Source: an optimization exercise on an open RTL-to-GDS flow (aim: small area, a short achievable clock period and few clock cycles per item). Production flows keep margins and buffers that such runs may drop. Power figures rest on the tool's default switching activity, not on a simulated workload.

## bnn_layer0
module bnn_layer0 (
    input  wire        clk,
    input  wire        reset_n,
    input  wire        i_run,
    output wire        o_idle,
    output wire        o_done,
    output wire [6:0]  addr_input,
    output wire        ce_input,
    input  wire [27:0] q_input,
    output wire [1:0]  addr_weight,
    output wire        ce_weight,
    input  wire [26:0] q_weight,
    output wire [6:0]  addr_output,
    output wire        we_output,
    output wire [25:0] d_output
);
==> module bnn_layer0, before the edit <==
module bnn_layer0 (
    input  wire        clk,
    input  wire        reset_n,
    input  wire        i_run,
    output wire        o_idle,
    output wire        o_done,
    output wire [6:0]  addr_input,
    output wire        ce_input,
    input  wire [27:0] q_input,
    output wire [1:0]  addr_weight,
    output wire        ce_weight,
    input  wire [26:0] q_weight,
    output wire [6:0]  addr_output,
    output wire        we_output,
    output wire [25:0] d_output
);
localparam LAT = 2;               
localparam END = 87 + LAT;        
reg        busy;
reg  [6:0] cnt;                   
reg  [1:0] m3;                    
reg  [6:0] a_in;
reg  [1:0] rch;
reg        we;
reg  [6:0] a_out;
reg  [1:0] och;
reg        done;
wire start = i_run & ~busy;
always @(posedge clk or negedge reset_n) begin
    if (!reset_n) begin
        busy  <= 1'b0;
        cnt   <= 7'd0;
        m3    <= 2'd0;
        we    <= 1'b0;
        done  <= 1'b0;
    end else begin
        done <= busy && (cnt == END);
        if (start) begin
            busy <= 1'b1;
            cnt  <= 7'd1;
            m3   <= 2'd2;
        end else if (busy) begin
            cnt <= cnt + 7'd1;
            m3  <= (m3 == 2'd2) ? 2'd0 : m3 + 2'd1;
            if (cnt == END) busy <= 1'b0;
        end
        we <= busy && (cnt >= 9 + LAT) && (cnt <= 86 + LAT);
    end
end
wire nidle;
bnn_idle u_idle (
    .clk     (clk),
    .reset_n (reset_n),
    .d       (busy ? (cnt != END) : i_run),
    .q       (nidle)
);
wire nce;
bnn_idle u_nce (
    .clk     (clk),
    .reset_n (reset_n),
    .d       (busy & (cnt > 7'd82) & (cnt != END)),
    .q       (nce)
);
wire ce_in = ~nce;
always @(posedge clk or negedge reset_n) begin
    if (!reset_n) begin
        a_in <= 7'd0;
        rch  <= 2'd0;
    end else if (ce_in && (busy || i_run)) begin
        if (rch == 2'd2) begin
            rch  <= 2'd0;
            a_in <= a_in - 7'd55;
        end else begin
            rch  <= rch + 2'd1;
            a_in <= a_in + 7'd28;
        end
    end else begin
        a_in <= 7'd0;
        rch  <= 2'd0;
    end
end
always @(posedge clk) begin
    if (start) begin
        a_out <= 7'd0;
        och   <= 2'd0;
    end else if (we) begin
        if (och == 2'd2) begin
            och   <= 2'd0;
            a_out <= a_out - 7'd51;
        end else begin
            och   <= och + 2'd1;
            a_out <= a_out + 7'd26;
        end
    end
end
assign o_idle      = ~nidle;
assign o_done      = done;
assign addr_input  = a_in;
assign ce_input    = ce_in;
assign addr_weight = m3;
assign ce_weight   = busy;
assign addr_output = a_out;
assign we_output   = we;
reg [27:0] qd1, qd2;              
always @(posedge clk) begin
    qd1 <= q_input;
    qd2 <= qd1;
end
reg [27:0] win [0:8];
wire ld = busy && (m3 == 2'd1);   
always @(posedge clk) begin
    if (ld) begin
        win[0] <= win[1]; win[1] <= win[2]; win[2] <= qd2;
        win[3] <= win[4]; win[4] <= win[5]; win[5] <= qd1;
        win[6] <= win[7]; win[7] <= win[8]; win[8] <= q_input;
    end
end
reg [26:0] w_reg;                 
always @(posedge clk) w_reg <= q_weight;
wire [25:0] res;
genvar h, s;
generate
    for (h = 0; h < 2; h = h + 1) begin : g_half
        wire [134:0] ws;
        for (s = 0; s < 9; s = s + 1) begin : g_s
            assign ws[s*15 +: 15] = win[s][27 - 13*h -: 15];
        end
        bnn_half u_half (
            .clk      (clk),
            .ws       (ws),
            .w_reg    (w_reg),
            .res      (res[25 - 13*h -: 13])
        );
    end
endgenerate
reg [25:0] d_out;
always @(posedge clk) d_out <= res;
assign d_output = d_out;
endmodule
==> module bnn_half, before the edit <==
module bnn_half (
    input  wire         clk,
    input  wire [134:0] ws,
    input  wire [26:0]  w_reg,
    output wire [12:0]  res
);
genvar j, s, k;
generate
    for (j = 0; j < 13; j = j + 1) begin : g_col
        wire [26:0] d, w;
        for (s = 0; s < 9; s = s + 1) begin : g_s
            for (k = 0; k < 3; k = k + 1) begin : g_k
                assign d[s*3 + k] = ws[s*15 + 14 - j - k];
                assign w[s*3 + k] = w_reg[26 - (s*3 + k)];
            end
        end
        bnn_col u_col (.clk(clk), .d(d), .w(w), .o(res[12 - j]));
    end
endgenerate
endmodule
export LEC_CHECK = 0
export CAP_MARGIN = 20
export CORE_MARGIN = 2
export CORE_UTILIZATION = 40
export CTS_CLUSTER_DIAMETER = 80
export CTS_CLUSTER_SIZE = 20
export PLACE_DENSITY = 0.6
export SETUP_SLACK_MARGIN = 3.6
export SLEW_MARGIN = 20
export SYNTH_HIERARCHICAL = 1
export SYNTH_MINIMUM_KEEP_SIZE = 0
create_clock -name core_clock -period 6.0 [get_ports {clk}]
run.sh (not shown) runs the stock make flow with config.mk's settings and CLKGATE_MAP_FILE= SYNTH_SCRIPT=/design/flow/synth_recipe.tcl, a recipe that flattens the netlist after the stock synthesis.
Change:
--- a/flow/design.v
+++ b/flow/design.v
@@ -14,12 +14,13 @@
     output wire        we_output,
     output wire [25:0] d_output
 );
 localparam LAT = 2;               
-localparam END = 87 + LAT;        
+localparam END = 88 + LAT;        
 reg        busy;
 reg  [6:0] cnt;                   
 reg  [1:0] m3;                    
+reg        ce_in;
 reg  [6:0] a_in;
 reg  [1:0] rch;
 reg        we;
 reg  [6:0] a_out;
@@ -30,22 +31,24 @@
     if (!reset_n) begin
         busy  <= 1'b0;
         cnt   <= 7'd0;
         m3    <= 2'd0;
+        ce_in <= 1'b0;
         we    <= 1'b0;
         done  <= 1'b0;
     end else begin
         done <= busy && (cnt == END);
         if (start) begin
             busy <= 1'b1;
             cnt  <= 7'd1;
-            m3   <= 2'd2;
+            m3   <= 2'd1;
         end else if (busy) begin
             cnt <= cnt + 7'd1;
             m3  <= (m3 == 2'd2) ? 2'd0 : m3 + 2'd1;
             if (cnt == END) busy <= 1'b0;
         end
-        we <= busy && (cnt >= 9 + LAT) && (cnt <= 86 + LAT);
+        ce_in <= start | (busy && (cnt <= 7'd83));
+        we <= busy && (cnt >= 10 + LAT) && (cnt <= 87 + LAT);
     end
 end
 wire nidle;
 bnn_idle u_idle (
@@ -53,34 +56,21 @@
     .reset_n (reset_n),
     .d       (busy ? (cnt != END) : i_run),
     .q       (nidle)
 );
-wire nce;
-bnn_idle u_nce (
-    .clk     (clk),
-    .reset_n (reset_n),
-    .d       (busy & (cnt > 7'd82) & (cnt != END)),
-    .q       (nce)
-);
-wire ce_in = ~nce;
-always @(posedge clk or negedge reset_n) begin
-    if (!reset_n) begin
+always @(posedge clk) begin
+    if (start) begin
         a_in <= 7'd0;
         rch  <= 2'd0;
-    end else if (ce_in && (busy || i_run)) begin
+    end else if (ce_in) begin
         if (rch == 2'd2) begin
             rch  <= 2'd0;
             a_in <= a_in - 7'd55;
         end else begin
             rch  <= rch + 2'd1;
             a_in <= a_in + 7'd28;
         end
-    end else begin
-        a_in <= 7'd0;
-        rch  <= 2'd0;
-    end
-end
-always @(posedge clk) begin
+    end
     if (start) begin
         a_out <= 7'd0;
         och   <= 2'd0;
     end else if (we) begin
@@ -114,10 +104,8 @@
         win[3] <= win[4]; win[4] <= win[5]; win[5] <= qd1;
         win[6] <= win[7]; win[7] <= win[8]; win[8] <= q_input;
     end
 end
-reg [26:0] w_reg;                 
-always @(posedge clk) w_reg <= q_weight;
 wire [25:0] res;
 genvar h, s;
 generate
     for (h = 0; h < 2; h = h + 1) begin : g_half
@@ -127,9 +115,9 @@
         end
         bnn_half u_half (
             .clk      (clk),
             .ws       (ws),
-            .w_reg    (w_reg),
+            .q_weight (q_weight),
             .res      (res[25 - 13*h -: 13])
         );
     end
 endgenerate
@@ -150,11 +138,13 @@
 endmodule
 module bnn_half (
     input  wire         clk,
     input  wire [134:0] ws,
-    input  wire [26:0]  w_reg,
+    input  wire [26:0]  q_weight,
     output wire [12:0]  res
 );
+reg [26:0] w_reg;                 
+always @(posedge clk) w_reg <= q_weight;
 genvar j, s, k;
 generate
     for (j = 0; j < 13; j = j + 1) begin : g_col
         wire [26:0] d, w;
What happened:
- The new run finished with timing, DRC and antenna clean
- clock power went down by about 2%
- clock skew barely changes
- routed wire length rises by 2.2%
- area after synthesis grows by 1.4%
- global-route usage is higher by 0.30 points
- core utilization rises by 0.19 points
- combinational power goes up by about 6%
- die area goes up by 1.4%
- final cell count increases by 0.48%
- power climbs by 3.8%
- critical path depth stays the same
No run of this note included a check of the RTL's function; only the layout flow was run.

## static timing again, ports no longer ideal
No port has a modelled driver above. Below, the same layouts with a new extraction and two added sets of constraints. Step 1 assumes that a clkbuf_16 drives the clock port and a buf_2 every other input. Step 2 moves the port delays by t, midway between the first and last clock arrival at a register: inputs arrive t later, outputs are due t later. That takes back most of the time a late clock gives input paths. a / b / c = no drivers / after step 1 / after step 2; a / b = the first two.
| run | t, ns | setup WS [ns] | worst data-port slew with drivers (ns) |
|---|---|---|---|
| the first run | 0.662 | 3.632 / 3.571 / 3.354 | 0.06 |
| the second run | 0.665 | 3.599 / 3.536 / 3.403 | 0.08 |
After both steps every run listed still meets setup and hold. The setup slack of the first run, which loses most, moves by -0.061 ns with the drivers and by -0.278 ns with both steps.
